This design comes from an exercise in tuning for small area on the open sky130 flow, not from production work.
The RTL was checked by simulation tests, not by an equivalence proof against the original design.

==> flow/design.v <==
module nco_sin_rom (
  input      [7:0]  addr,
  output reg [14:0] data
);
always @(*) begin
  case (addr)
    8'd0: data = 15'd101;
    8'd1: data = 15'd302;
    8'd2: data = 15'd503;
    8'd3: data = 15'd704;
    8'd4: data = 15'd905;
    8'd5: data = 15'd1106;
    8'd6: data = 15'd1307;
    8'd7: data = 15'd1507;
    8'd8: data = 15'd1708;
    8'd9: data = 15'd1909;
    8'd10: data = 15'd2110;
    8'd11: data = 15'd2310;
    8'd12: data = 15'd2511;
    8'd13: data = 15'd2711;
    8'd14: data = 15'd2911;
    8'd15: data = 15'd3112;
    8'd16: data = 15'd3312;
    8'd17: data = 15'd3512;
    8'd18: data = 15'd3712;
    8'd19: data = 15'd3911;
    8'd20: data = 15'd4111;
    8'd21: data = 15'd4310;
    8'd22: data = 15'd4509;
    8'd23: data = 15'd4708;
    8'd24: data = 15'd4907;
    8'd25: data = 15'd5106;
    8'd26: data = 15'd5305;
    8'd27: data = 15'd5503;
    8'd28: data = 15'd5701;
    8'd29: data = 15'd5899;
    8'd30: data = 15'd6096;
    8'd31: data = 15'd6294;
    8'd32: data = 15'd6491;
    8'd33: data = 15'd6688;
    8'd34: data = 15'd6885;
    8'd35: data = 15'd7081;
    8'd36: data = 15'd7277;
    8'd37: data = 15'd7473;
    8'd38: data = 15'd7669;
    8'd39: data = 15'd7864;
    8'd40: data = 15'd8059;
    8'd41: data = 15'd8254;
    8'd42: data = 15'd8448;
    8'd43: data = 15'd8642;
    8'd44: data = 15'd8836;
    8'd45: data = 15'd9030;
    8'd46: data = 15'd9223;
    8'd47: data = 15'd9416;
    8'd48: data = 15'd9608;
    8'd49: data = 15'd9800;
    8'd50: data = 15'd9992;
    8'd51: data = 15'd10183;
    8'd52: data = 15'd10374;
    8'd53: data = 15'd10564;
    8'd54: data = 15'd10754;
    8'd55: data = 15'd10944;
    8'd56: data = 15'd11133;
    8'd57: data = 15'd11322;
    8'd58: data = 15'd11511;
    8'd59: data = 15'd11699;
    8'd60: data = 15'd11886;
    8'd61: data = 15'd12074;
    8'd62: data = 15'd12260;
    8'd63: data = 15'd12446;
    8'd64: data = 15'd12632;
    8'd65: data = 15'd12817;
    8'd66: data = 15'd13002;
    8'd67: data = 15'd13187;
    8'd68: data = 15'd13370;
    8'd69: data = 15'd13554;
    8'd70: data = 15'd13736;
    8'd71: data = 15'd13919;
    8'd72: data = 15'd14101;
    8'd73: data = 15'd14282;
    8'd74: data = 15'd14462;
    8'd75: data = 15'd14643;
    8'd76: data = 15'd14822;
    8'd77: data = 15'd15001;
    8'd78: data = 15'd15180;
    8'd79: data = 15'd15358;
    8'd80: data = 15'd15535;
    8'd81: data = 15'd15712;
    8'd82: data = 15'd15888;
    8'd83: data = 15'd16063;
    8'd84: data = 15'd16238;
    8'd85: data = 15'd16413;
    8'd86: data = 15'd16586;
    8'd87: data = 15'd16759;
    8'd88: data = 15'd16932;
    8'd89: data = 15'd17104;
    8'd90: data = 15'd17275;
    8'd91: data = 15'd17445;
    8'd92: data = 15'd17615;
    8'd93: data = 15'd17784;
    8'd94: data = 15'd17953;
    8'd95: data = 15'd18121;
    8'd96: data = 15'd18288;
    8'd97: data = 15'd18454;
    8'd98: data = 15'd18620;
    8'd99: data = 15'd18785;
    8'd100: data = 15'd18950;
    8'd101: data = 15'd19113;
    8'd102: data = 15'd19276;
    8'd103: data = 15'd19438;
    8'd104: data = 15'd19600;
    8'd105: data = 15'd19761;
    8'd106: data = 15'd19921;
    8'd107: data = 15'd20080;
    8'd108: data = 15'd20238;
    8'd109: data = 15'd20396;
    8'd110: data = 15'd20553;
    8'd111: data = 15'd20709;
    8'd112: data = 15'd20865;
    8'd113: data = 15'd21019;
    8'd114: data = 15'd21173;
    8'd115: data = 15'd21326;
    8'd116: data = 15'd21479;
    8'd117: data = 15'd21630;
    8'd118: data = 15'd21781;
    8'd119: data = 15'd21930;
    8'd120: data = 15'd22079;
    8'd121: data = 15'd22227;
    8'd122: data = 15'd22375;
    8'd123: data = 15'd22521;
    8'd124: data = 15'd22667;
    8'd125: data = 15'd22812;
    8'd126: data = 15'd22956;
    8'd127: data = 15'd23099;
    8'd128: data = 15'd23241;
    8'd129: data = 15'd23382;
    8'd130: data = 15'd23522;
    8'd131: data = 15'd23662;
    8'd132: data = 15'd23801;
    8'd133: data = 15'd23938;
    8'd134: data = 15'd24075;
    8'd135: data = 15'd24211;
    8'd136: data = 15'd24346;
    8'd137: data = 15'd24480;
    8'd138: data = 15'd24613;
    8'd139: data = 15'd24746;
    8'd140: data = 15'd24877;
    8'd141: data = 15'd25007;
    8'd142: data = 15'd25137;
    8'd143: data = 15'd25265;
    8'd144: data = 15'd25393;
    8'd145: data = 15'd25519;
    8'd146: data = 15'd25645;
    8'd147: data = 15'd25770;
    8'd148: data = 15'd25893;
    8'd149: data = 15'd26016;
    8'd150: data = 15'd26138;
    8'd151: data = 15'd26259;
    8'd152: data = 15'd26378;
    8'd153: data = 15'd26497;
    8'd154: data = 15'd26615;
    8'd155: data = 15'd26732;
    8'd156: data = 15'd26848;
    8'd157: data = 15'd26962;
    8'd158: data = 15'd27076;
    8'd159: data = 15'd27189;
    8'd160: data = 15'd27300;
    8'd161: data = 15'd27411;
    8'd162: data = 15'd27521;
    8'd163: data = 15'd27629;
    8'd164: data = 15'd27737;
    8'd165: data = 15'd27843;
    8'd166: data = 15'd27949;
    8'd167: data = 15'd28053;
    8'd168: data = 15'd28157;
    8'd169: data = 15'd28259;
    8'd170: data = 15'd28360;
    8'd171: data = 15'd28460;
    8'd172: data = 15'd28560;
    8'd173: data = 15'd28658;
    8'd174: data = 15'd28755;
    8'd175: data = 15'd28850;
    8'd176: data = 15'd28945;
    8'd177: data = 15'd29039;
    8'd178: data = 15'd29131;
    8'd179: data = 15'd29223;
    8'd180: data = 15'd29313;
    8'd181: data = 15'd29403;
    8'd182: data = 15'd29491;
    8'd183: data = 15'd29578;
    8'd184: data = 15'd29664;
    8'd185: data = 15'd29749;
    8'd186: data = 15'd29832;
    8'd187: data = 15'd29915;
    8'd188: data = 15'd29997;
    8'd189: data = 15'd30077;
    8'd190: data = 15'd30156;
    8'd191: data = 15'd30234;
    8'd192: data = 15'd30311;
    8'd193: data = 15'd30387;
    8'd194: data = 15'd30462;
    8'd195: data = 15'd30535;
    8'd196: data = 15'd30607;
    8'd197: data = 15'd30679;
    8'd198: data = 15'd30749;
    8'd199: data = 15'd30818;
    8'd200: data = 15'd30885;
    8'd201: data = 15'd30952;
    8'd202: data = 15'd31017;
    8'd203: data = 15'd31082;
    8'd204: data = 15'd31145;
    8'd205: data = 15'd31206;
    8'd206: data = 15'd31267;
    8'd207: data = 15'd31327;
    8'd208: data = 15'd31385;
    8'd209: data = 15'd31442;
    8'd210: data = 15'd31498;
    8'd211: data = 15'd31553;
    8'd212: data = 15'd31607;
    8'd213: data = 15'd31659;
    8'd214: data = 15'd31710;
    8'd215: data = 15'd31760;
    8'd216: data = 15'd31809;
    8'd217: data = 15'd31857;
    8'd218: data = 15'd31903;
    8'd219: data = 15'd31949;
    8'd220: data = 15'd31993;
    8'd221: data = 15'd32036;
    8'd222: data = 15'd32077;
    8'd223: data = 15'd32118;
    8'd224: data = 15'd32157;
    8'd225: data = 15'd32195;
    8'd226: data = 15'd32232;
    8'd227: data = 15'd32267;
    8'd228: data = 15'd32302;
    8'd229: data = 15'd32335;
    8'd230: data = 15'd32367;
    8'd231: data = 15'd32397;
    8'd232: data = 15'd32427;
    8'd233: data = 15'd32455;
    8'd234: data = 15'd32482;
    8'd235: data = 15'd32508;
    8'd236: data = 15'd32533;
    8'd237: data = 15'd32556;
    8'd238: data = 15'd32578;
    8'd239: data = 15'd32599;
    8'd240: data = 15'd32619;
    8'd241: data = 15'd32637;
    8'd242: data = 15'd32655;
    8'd243: data = 15'd32671;
    8'd244: data = 15'd32685;
    8'd245: data = 15'd32699;
    8'd246: data = 15'd32711;
    8'd247: data = 15'd32722;
    8'd248: data = 15'd32732;
    8'd249: data = 15'd32741;
    8'd250: data = 15'd32748;
    8'd251: data = 15'd32755;
    8'd252: data = 15'd32759;
    8'd253: data = 15'd32763;
    8'd254: data = 15'd32766;
    8'd255: data = 15'd32767;
    default: data = 15'd0;
  endcase
end
endmodule
module nco (
  input         aclk,
  input         aresetn,
  input         s_axis_phase_tvalid,
  input  [31:0] s_axis_phase_tdata,    
  output        m_axis_data_tvalid,
  output [31:0] m_axis_data_tdata      
);
reg [29:0] acc;
reg [7:0]  vld;
reg [31:0] dly0, dly1, dly2, dly3, dly4, dly5, dly6;
wire [9:0] ang   = acc[29:20];
wire [1:0] quad  = ang[9:8];
wire [7:0] idx   = ang[7:0];
wire [14:0] t_i, t_ni;
nco_sin_rom rom_a (.addr(idx),  .data(t_i));
nco_sin_rom rom_b (.addr(~idx), .data(t_ni));
reg signed [15:0] sin_v, cos_v;
always @(*) begin
  case (quad)
    2'd0: begin sin_v =  {1'b0, t_i};  cos_v =  {1'b0, t_ni}; end
    2'd1: begin sin_v =  {1'b0, t_ni}; cos_v = -{1'b0, t_i};  end
    2'd2: begin sin_v = -{1'b0, t_i};  cos_v = -{1'b0, t_ni}; end
    default: begin sin_v = -{1'b0, t_ni}; cos_v = {1'b0, t_i}; end
  endcase
end
always @(posedge aclk or negedge aresetn) begin
  if (!aresetn) begin
    acc  <= 30'd0;
    vld  <= 8'd0;
    dly0 <= 32'd0;
    dly1 <= 32'd0;
    dly2 <= 32'd0;
    dly3 <= 32'd0;
    dly4 <= 32'd0;
    dly5 <= 32'd0;
    dly6 <= 32'd0;
  end
  else begin
    vld <= {vld[6:0], s_axis_phase_tvalid};
    if (s_axis_phase_tvalid)
      acc <= acc + s_axis_phase_tdata[29:0];
    dly0 <= {sin_v, cos_v};
    dly1 <= dly0;
    dly2 <= dly1;
    dly3 <= dly2;
    dly4 <= dly3;
    dly5 <= dly4;
    dly6 <= dly5;
  end
end
assign m_axis_data_tvalid = vld[7];
assign m_axis_data_tdata  = dly6;
endmodule
module cmpy_0 (
  input         aclk,
  input         aresetn,
  input         s_axis_a_tvalid,
  input  [31:0] s_axis_a_tdata,      
  input         s_axis_b_tvalid,
  input  [31:0] s_axis_b_tdata,      
  output        m_axis_dout_tvalid,
  output [79:0] m_axis_dout_tdata    
);
reg v1, v2, v3, v4;
reg signed [15:0] ar, ai, br, bi;
reg signed [31:0] p_rr, p_ii, p_ri, p_ir;
reg signed [32:0] re_s, im_s;
reg signed [32:0] re_o, im_o;
wire both = s_axis_a_tvalid & s_axis_b_tvalid;
always @(posedge aclk or negedge aresetn) begin
  if (!aresetn) begin
    v1 <= 1'b0; v2 <= 1'b0; v3 <= 1'b0; v4 <= 1'b0;
    ar <= 16'd0; ai <= 16'd0; br <= 16'd0; bi <= 16'd0;
    p_rr <= 32'd0; p_ii <= 32'd0; p_ri <= 32'd0; p_ir <= 32'd0;
    re_s <= 33'd0; im_s <= 33'd0;
    re_o <= 33'd0; im_o <= 33'd0;
  end
  else begin
    v1 <= both;
    v2 <= v1;
    v3 <= v2;
    v4 <= v3;
    if (both) begin
      ar <= s_axis_a_tdata[15:0];
      ai <= s_axis_a_tdata[31:16];
      br <= s_axis_b_tdata[15:0];
      bi <= s_axis_b_tdata[31:16];
    end
    if (v1) begin
      p_rr <= ar * br;
      p_ii <= ai * bi;
      p_ri <= ar * bi;
      p_ir <= ai * br;
    end
    if (v2) begin
      re_s <= {p_rr[31], p_rr} - {p_ii[31], p_ii};
      im_s <= {p_ri[31], p_ri} + {p_ir[31], p_ir};
    end
    if (v3) begin
      re_o <= re_s;
      im_o <= im_s;
    end
  end
end
assign m_axis_dout_tvalid = v4;
assign m_axis_dout_tdata  = {{7{im_o[32]}}, im_o, {7{re_o[32]}}, re_o};
endmodule
module loop_filter
#(
	parameter AVE_DATA_NUM = 64,
	parameter AVE_DATA_BIT = 6
)
(
   input rst_n,
   input clk,
   input signed [33:0] pd,                 
   input               pd_valid,
   output signed [34:0] dout,      
   output reg           dout_valid
);
reg [33:0] data_reg [AVE_DATA_NUM-1:0];
reg [7:0]temp_i;
always @ (posedge clk or negedge rst_n)
if(!rst_n)
	for (temp_i=0; temp_i<AVE_DATA_NUM; temp_i=temp_i+1)
		data_reg[temp_i] <= 'd0;
else
begin
	if (pd_valid)
		data_reg[0] <= pd;
	else
		data_reg[0] <= data_reg[0];
	for (temp_i=0; temp_i<AVE_DATA_NUM-1; temp_i=temp_i+1) begin
		if (pd_valid)
			data_reg[temp_i+1] <= data_reg[temp_i];
		else
			data_reg[temp_i+1] <= data_reg[temp_i+1];
	end
end
reg signed [40:0] sum;    
always @ (posedge clk or negedge rst_n)
if (!rst_n) begin
	sum <= 'd0;
	dout_valid <= 1'b0;
end
else
	if (pd_valid) begin
		sum <= sum + {{7{pd[33]}}, pd} - {{7{data_reg[AVE_DATA_NUM-1][33]}}, data_reg[AVE_DATA_NUM-1]};  
		dout_valid <= 1;
	end
	else begin
		sum <= sum;
		dout_valid <= 0;
	end
assign dout = sum[40:6];  
endmodule
module polar_costas (
  input aclk,
  input aresetn,
  input signed [15:0] s_axis_i_tdata,
  input               s_axis_i_tvalid,
  output              s_axis_i_tready,
  input signed [15:0] s_axis_q_tdata,
  input               s_axis_q_tvalid,
  output              s_axis_q_tready,
  output signed [15:0] m_axis_i_sync_tdata,
  output 		  m_axis_i_sync_tvalid,
  input		  m_axis_i_sync_tready,
  output signed [15:0] m_axis_q_sync_tdata,
  output 		  m_axis_q_sync_tvalid,
  input		  m_axis_q_sync_tready
);
wire [31:0] nco_out_tdata;
wire        nco_out_tvalid;
wire [79:0] mixer_out_tdata; 
wire        mixer_out_tvalid;
wire signed [33:0] phase_detect;
wire [31:0] phase_offset_tdata;
wire        phase_offset_tvalid;
wire [15:0] nco_out_i, nco_out_q;
assign nco_out_q = nco_out_tdata[31:16];
assign nco_out_i = nco_out_tdata[15:0];
nco nco (
  .aclk(aclk),                                 
  .aresetn(aresetn),                           
  .s_axis_phase_tvalid(s_axis_i_tvalid),   
  .s_axis_phase_tdata(phase_offset_tdata),     
  .m_axis_data_tvalid(nco_out_tvalid),     
  .m_axis_data_tdata(nco_out_tdata)       
);
cmpy_0 cmpy (
  .aclk(aclk),                               
  .aresetn(aresetn),                         
  .s_axis_a_tvalid(nco_out_tvalid),         
  .s_axis_a_tdata(nco_out_tdata),           
  .s_axis_b_tvalid(s_axis_i_tvalid && s_axis_q_tvalid),         
  .s_axis_b_tdata({s_axis_q_tdata, s_axis_i_tdata}),           
  .m_axis_dout_tvalid(mixer_out_tvalid),   
  .m_axis_dout_tdata(mixer_out_tdata)      
);
reg signed [32:0] before_LF_plus;
reg signed [32:0] before_LF_minus;
reg               phase_detect_valid;
wire signed [32:0] mixer_out_i;
wire signed [32:0] mixer_out_q;
assign mixer_out_i = mixer_out_tdata[32:0];
assign mixer_out_q = mixer_out_tdata[72:40];
assign m_axis_i_sync_tdata = mixer_out_i[32:17];
assign m_axis_q_sync_tdata = mixer_out_q[32:17];
assign m_axis_i_sync_tvalid = mixer_out_tvalid;
assign m_axis_q_sync_tvalid = mixer_out_tvalid;
always @(posedge aclk or negedge aresetn) begin
  if(!aresetn) begin
    before_LF_plus <= 0;
    before_LF_minus <= 0;
    phase_detect_valid <= 0;
  end
  else begin
    phase_detect_valid <= mixer_out_tvalid;    
    if (mixer_out_i[32]) begin
      before_LF_plus <= -mixer_out_q;
    end
    else begin
      before_LF_plus <= mixer_out_q;
    end
    if (mixer_out_q[32]) begin
      before_LF_minus <= -mixer_out_i;
    end
    else begin
      before_LF_minus <= mixer_out_i;
    end
  end
end
assign phase_detect = {before_LF_plus[32], before_LF_plus} - {before_LF_minus[32], before_LF_minus};   
wire signed [34:0] loop_filter_out;
wire               loop_filter_out_valid;
loop_filter lp
(
   .rst_n(aresetn),
   .clk(aclk),
   .pd(phase_detect),                 
   .pd_valid(phase_detect_valid),
   .dout(loop_filter_out),  
   .dout_valid(loop_filter_out_valid)
);
wire signed [34:0] K_loop_filter;
assign K_loop_filter = { {8{loop_filter_out[34]}}, loop_filter_out[34:8] };   
reg signed [38:0] pacc;    
always @(posedge aclk or negedge aresetn) begin
  if(!aresetn) pacc <= 39'h1;
  else begin
    if(loop_filter_out_valid) pacc <= pacc + {{4{K_loop_filter[34]}}, K_loop_filter};
    else pacc <= pacc;
  end
end
reg signed [38:0] pacc_abs;   
always @(*) begin
  if (pacc[38]) pacc_abs = +pacc;
  else pacc_abs = -pacc;
end
assign phase_offset_tdata = { {2'b0}, pacc_abs[29:0] };   
assign phase_offset_tvalid = loop_filter_out_valid;
assign s_axis_i_tready = 1'b1;
assign s_axis_q_tready = 1'b1;
endmodule
==> flow/run.sh <==
#!/bin/bash
# synth_recipe.tcl (not shown) runs the flow's synth.tcl, then flattens the netlist and writes it again
# the make line also repeats each setting of config.mk as NAME=value (left out here)
make -C /OpenROAD-flow-scripts/flow DESIGN_CONFIG=/design/flow/config.mk WORK_HOME=/design/flow/orfs CLKGATE_MAP_FILE= SYNTH_SCRIPT=/design/flow/synth_recipe.tcl finish
==> flow/config.mk <==
export PLATFORM = sky130hd
export DESIGN_NAME = polar_costas
export DESIGN_NICKNAME = polar_costas
export VERILOG_FILES = /design/flow/design.v
export SDC_FILE = /design/flow/constraint.sdc
export NUM_CORES = 4
export LEC_CHECK = 0
export CAP_MARGIN = 20
export CORE_MARGIN = 2
export CORE_UTILIZATION = 40
export SLEW_MARGIN = 20
==> flow/constraint.sdc <==
create_clock -name core_clock -period 10.0 [get_ports {aclk}]
set_input_delay 2.0000 -clock core_clock [delete_from_list [all_inputs] [get_ports {aclk}]]
set_output_delay 2.0000 -clock core_clock [all_outputs]
set_load 0.01 [all_outputs]
==> summary.md <==
| Metric | Value |
|---|---|
| Status | `no timing/DRC/antenna violations` |
| Grt met3 use | `around 2.1%` |
| Final setup margin | `~2300 ps` |
| Initial DRT Pass Iterations | `6` |
| # H-tree levels | `5` |
| Via/cell ratio | `between 5 and 6` |
| Compound-gate portion of the synthesized area | `under 10%` |
| CP Max Fanout | `20` |
| Netlist cell types | `approximately 100` |
| Vias in the first global route | `~100k` |
| Clock Latency Late Sink | `approximately 920 ps` |
| I/O Buffers | `between 60 and 70` |
| Post-CTS Setup Inserts | `0` |
| Final core utilization | `between 40% and 50%` |
| Top FF cell, synth | `dfrtp_1` |
| Hold depth | `0` |
| Hold Crit Start | `nco.dly0[15]` |
| Maximum clock frequency | `roughly 0.13 GHz` |
| Die W | `~650 microns` |
| Worst rel slew slack | `between 20% and 30%` |
| CTS tree | `done` |
| Worst Hold Slack | `approximately 320 ps` |
| Num CTS Buffers | `310` |
| Max-slew violation count | `0` |
| First-pass GRT wire length | `~580 mm` |
| Resize count post-CTS | `0` |
| Worst hold endpoint | `nco.dly1[15]` |
| Worst r2r path cells | `21` |
| Startpoint Class | `flop` |
| Clk root buf | `clkbuf_16` |
| WL final | `approximately 350 mm` |
| Arr. time, crit path | `approximately 8500 ps` |
| Fillers | `37,660` |
| Setup TNS | `0 ps` |
| Chip height | `646.4 microns` |
| Final Critical Period | `between 7000 and 8000 ps` |
| Post-synthesis mux area share | `~18%` |
| Worst-path cell chain | `buf_4 > nand2_1 > fa_1 > inv_1 > fa_1 > inv_1 > fa_1 > inv_1 > fa_1 > fa_1 > fa_1 > ha_1 > a2111o_1 > nor3b_1 > o211ai_1 > nand2_1 > o21ai_0 > o41ai_1 > o21ai_0 > xor2_1 > mux2_2` |
| # DRC | `0` |
| Combinational family with the most area after synthesis | `multiplexers` |
| Reg-to-reg endpoint | `cmpy.p_rr[30]` |
| Hold Path Class | `reg2reg` |
| Met1 Use GR | `between 20% and 30%` |
| Max Cap Violations | `0` |
| Post-DP Area | `roughly 0.17 sq mm` |
| Fin nets | `~15,000` |
| Max Clock Skew | `around 70 ps` |
| EDFF count, synth | `0` |
| Post-synthesis cell area | `0.1650 sq mm` |
| Most Crowded Layer GR | `met2` |
| Critical path's slowest cell | `dfrtp_1` |
| Cell area after layout | `about 0.18 sq mm` |
| Layout area overhead | `10.11%` |
| Routed len/inst | `roughly 18 microns` |
| DRT iter0 DRCs | `roughly 7,000` |
| Synth Area in Adders | `about 18%` |
| Antenna violations before repair | `13` |
| Die area | `between 0.4 and 0.5 sq mm` |
| Worst setup EP type | `flop` |
| Largest net degree at the start of global routing | `190` |
| Yosys reg bits | `about 3,000` |
| Share of layout cells above drive strength 1 | `between 20% and 30%` |
| Final setup fails | `0` |
| Global Route Usage Sum | `17.18%` |
| Synth warn | `6` |
| Via Count | `roughly 100,000` |
| Mean Syn Cell Area | `~12 sq um` |
| Pre-CTS setup slack | `around 2500 ps` |
| Cell mode on critical path | `fa_1` |
| Crit-path max cell delay | `970 ps` |
| Crit path launch | `cmpy.br[9]` |
| CTS Hold Buffers Added | `0` |
| Endpoints failing hold | `0` |
| Antenna-violating nets left | `0` |
| Cells after Synth | `~14,000` |
| Total grt overflow | `0` |
| GR Util met2 | `a little over a quarter` |
| Core region area | `around 0.41 sq mm` |
| Worst EP required | `10,780 ps` |
| Xor/xnor share of the synthesized area | `2.237%` |
| CTS sink count | `between 2,000 and 3,000` |
| Worst Tran Pin Value | `around 1100 ps` |
| Period utilisation layout | `between 70% and 80%` |
| Max reg flops | `around 2,200` |
| Ports | `74` |
| Worst r2r src | `cmpy.br[9]` |
| Register area share after synthesis | `between 40 and 50%` |
| Reg clk slew, reported paths | `70 ps` |
| FF-to-FF setup slack | `2290 ps` |
| Critical path class | `reg2reg` |
| Detail Placement HPWL | `approximately 240 mm` |
| Clock Path Buffers | `4` |
| Placement Rows | `235` |
| RD Place Congestion | `between 0.9 and 1` |
| RSZ-0062 raised after global routing | `no` |
| Ys async rst share | `between 90% and 100%` |
| Post-Synth Simple-Gate Area | `about 7%` |
| Initial Util | `between 40% and 50%` |
## placed cells by master, fill, tap and decap left out, types with 307 or more instances in the layout
cell type and count:
dfrtp_1 2884, mux2_2 2464, inv_1 1479, fa_1 1096, nand2_1 788, ha_1 575
and2_1 507, nor2_1 413, a21oi_1 381, clkbuf_16 312, o21ai_0 307
## worst max-delay path by stage
| stage | end | slack, ps | cells after the start |
|---|---|---|---|
| 6_report | cmpy.p_rr[30] | 2290 | 21 |
| 3_3_place_gp | cmpy.p_rr[30] | 2480 | 21 |
| 5_1_grt | cmpy.p_rr[30] | 2120 | 21 |
| 4_1_cts | cmpy.p_rr[30] | 2450 | 21 |
| 3_5_place_dp | cmpy.p_rr[30] | 2530 | 21 |
| 2_1_floorplan | cmpy.p_ii[31] | 3500 | 23 |
## worst max-delay path, delay by kind of cell, from the launching register on
kind | cells | cell delay, ps
mux | 1 | 270
fa+ha+maj | 7 | 3260
buf+inv | 4 | 520
flops | 1 | 970
xor+xnor | 1 | 190
compound gates | 5 | 1820
simple gates | 3 | 530
## layout make-up
type                       count  area [sq um]  area share [%]
inverter                    1482          5563           3.061
clock inverter               136          1765          0.9715
sequential                  2914         72970           40.15
multi-input combinational   8465         83570           45.99
tap                         5451          6820           3.753
clock buffer                 420          8773           4.828
timing repair buffer         235          2241           1.233
antenna                       10         25.02         0.01377
## per-stage QoR
step,cells
2_1_floorplan,13590
3_3_place_gp,18550
3_5_place_dp,18550
4_1_cts,19100
5_1_grt,19110
6_report,19110
## synth_stat cells, types with 32 or more instances
cell type	n	share of area, %
buf_4	38	0.17
a211oi_1	60	0.27
nand2_1	788	1.8
o21a_1	62	0.28
ha_1	576	4.4
nand3_1	96	0.29
and2_1	507	1.9
and3_1	34	0.13
o21bai_1	49	0.22
xor2_1	119	0.63
xnor2_1	300	1.6
or3_1	35	0.13
clkbuf_1	582	1.3
buf_2	63	0.19
dfrtp_1	2913	44
a21o_1	148	0.67
nor3_1	112	0.34
mux4_2	56	0.76
a21oi_1	381	1.2
o211ai_1	53	0.24
inv_1	1480	3.4
o21ai_0	309	0.94
nor2b_1	61	0.23
a31oi_1	76	0.29
or2_2	32	0.12
buf_1	43	0.098
fa_1	1096	13
nor2_1	413	0.94
mux2i_1	68	0.41
o31ai_1	53	0.24
nand2b_1	101	0.38
mux2_2	2464	17
## cell families (layout without fill, tap and decap cells)
family | after synthesis | count (layout)
adders and majority gates | 1672 | 1672
and+or+nand+nor | 2298 | 2298
muxes | 2590 | 2590
DFF | 2914 | 2914
xor gates and xnor gates | 420 | 420
other | 1 | 12
AOI/OAI and AO/OA | 1483 | 1483
buffers and inverters | 2214 | 2273
## routing by layer
| layer | share of wire (%) | up-vias |
|---|---|---|
| met2 | 46 | 2049 |
| met5 | 0.0088 | - |
| met1 | 45 | 50260 |
| met4 | 4.2 | 4 |
| met3 | 4.6 | 633 |
| li1 | - | 45080 |

[re-timing with driven ports]
In the flow no input, the clock included, has a driving cell. The finished layout below was timed again as built, in two steps. Step 1 (the two cells are an assumption about what drives the block):
set clk [get_ports {aclk}]
set_driving_cell -lib_cell sky130_fd_sc_hd__clkbuf_16 $clk
set_driving_cell -lib_cell sky130_fd_sc_hd__buf_2 [delete_from_list [all_inputs] $clk]
Step 2 also shifts input and output timing later by t, the mid clock arrival at the registers, as if the neighbouring blocks saw the same clock. Slacks: no drivers / after step 1 / after step 2; pairs: no drivers / after step 1.
t (ns): 0.992
setup slack, ns: 2.288 / 2.288 / 2.288
hold WS [ns]: 0.320 / 0.320 / 0.320
pins driven straight from the clock port: 1
After both steps setup and hold are still met in this run. For this run, drivers alone change the setup slack by 0.000 ns; drivers and shift together by 0.000 ns.
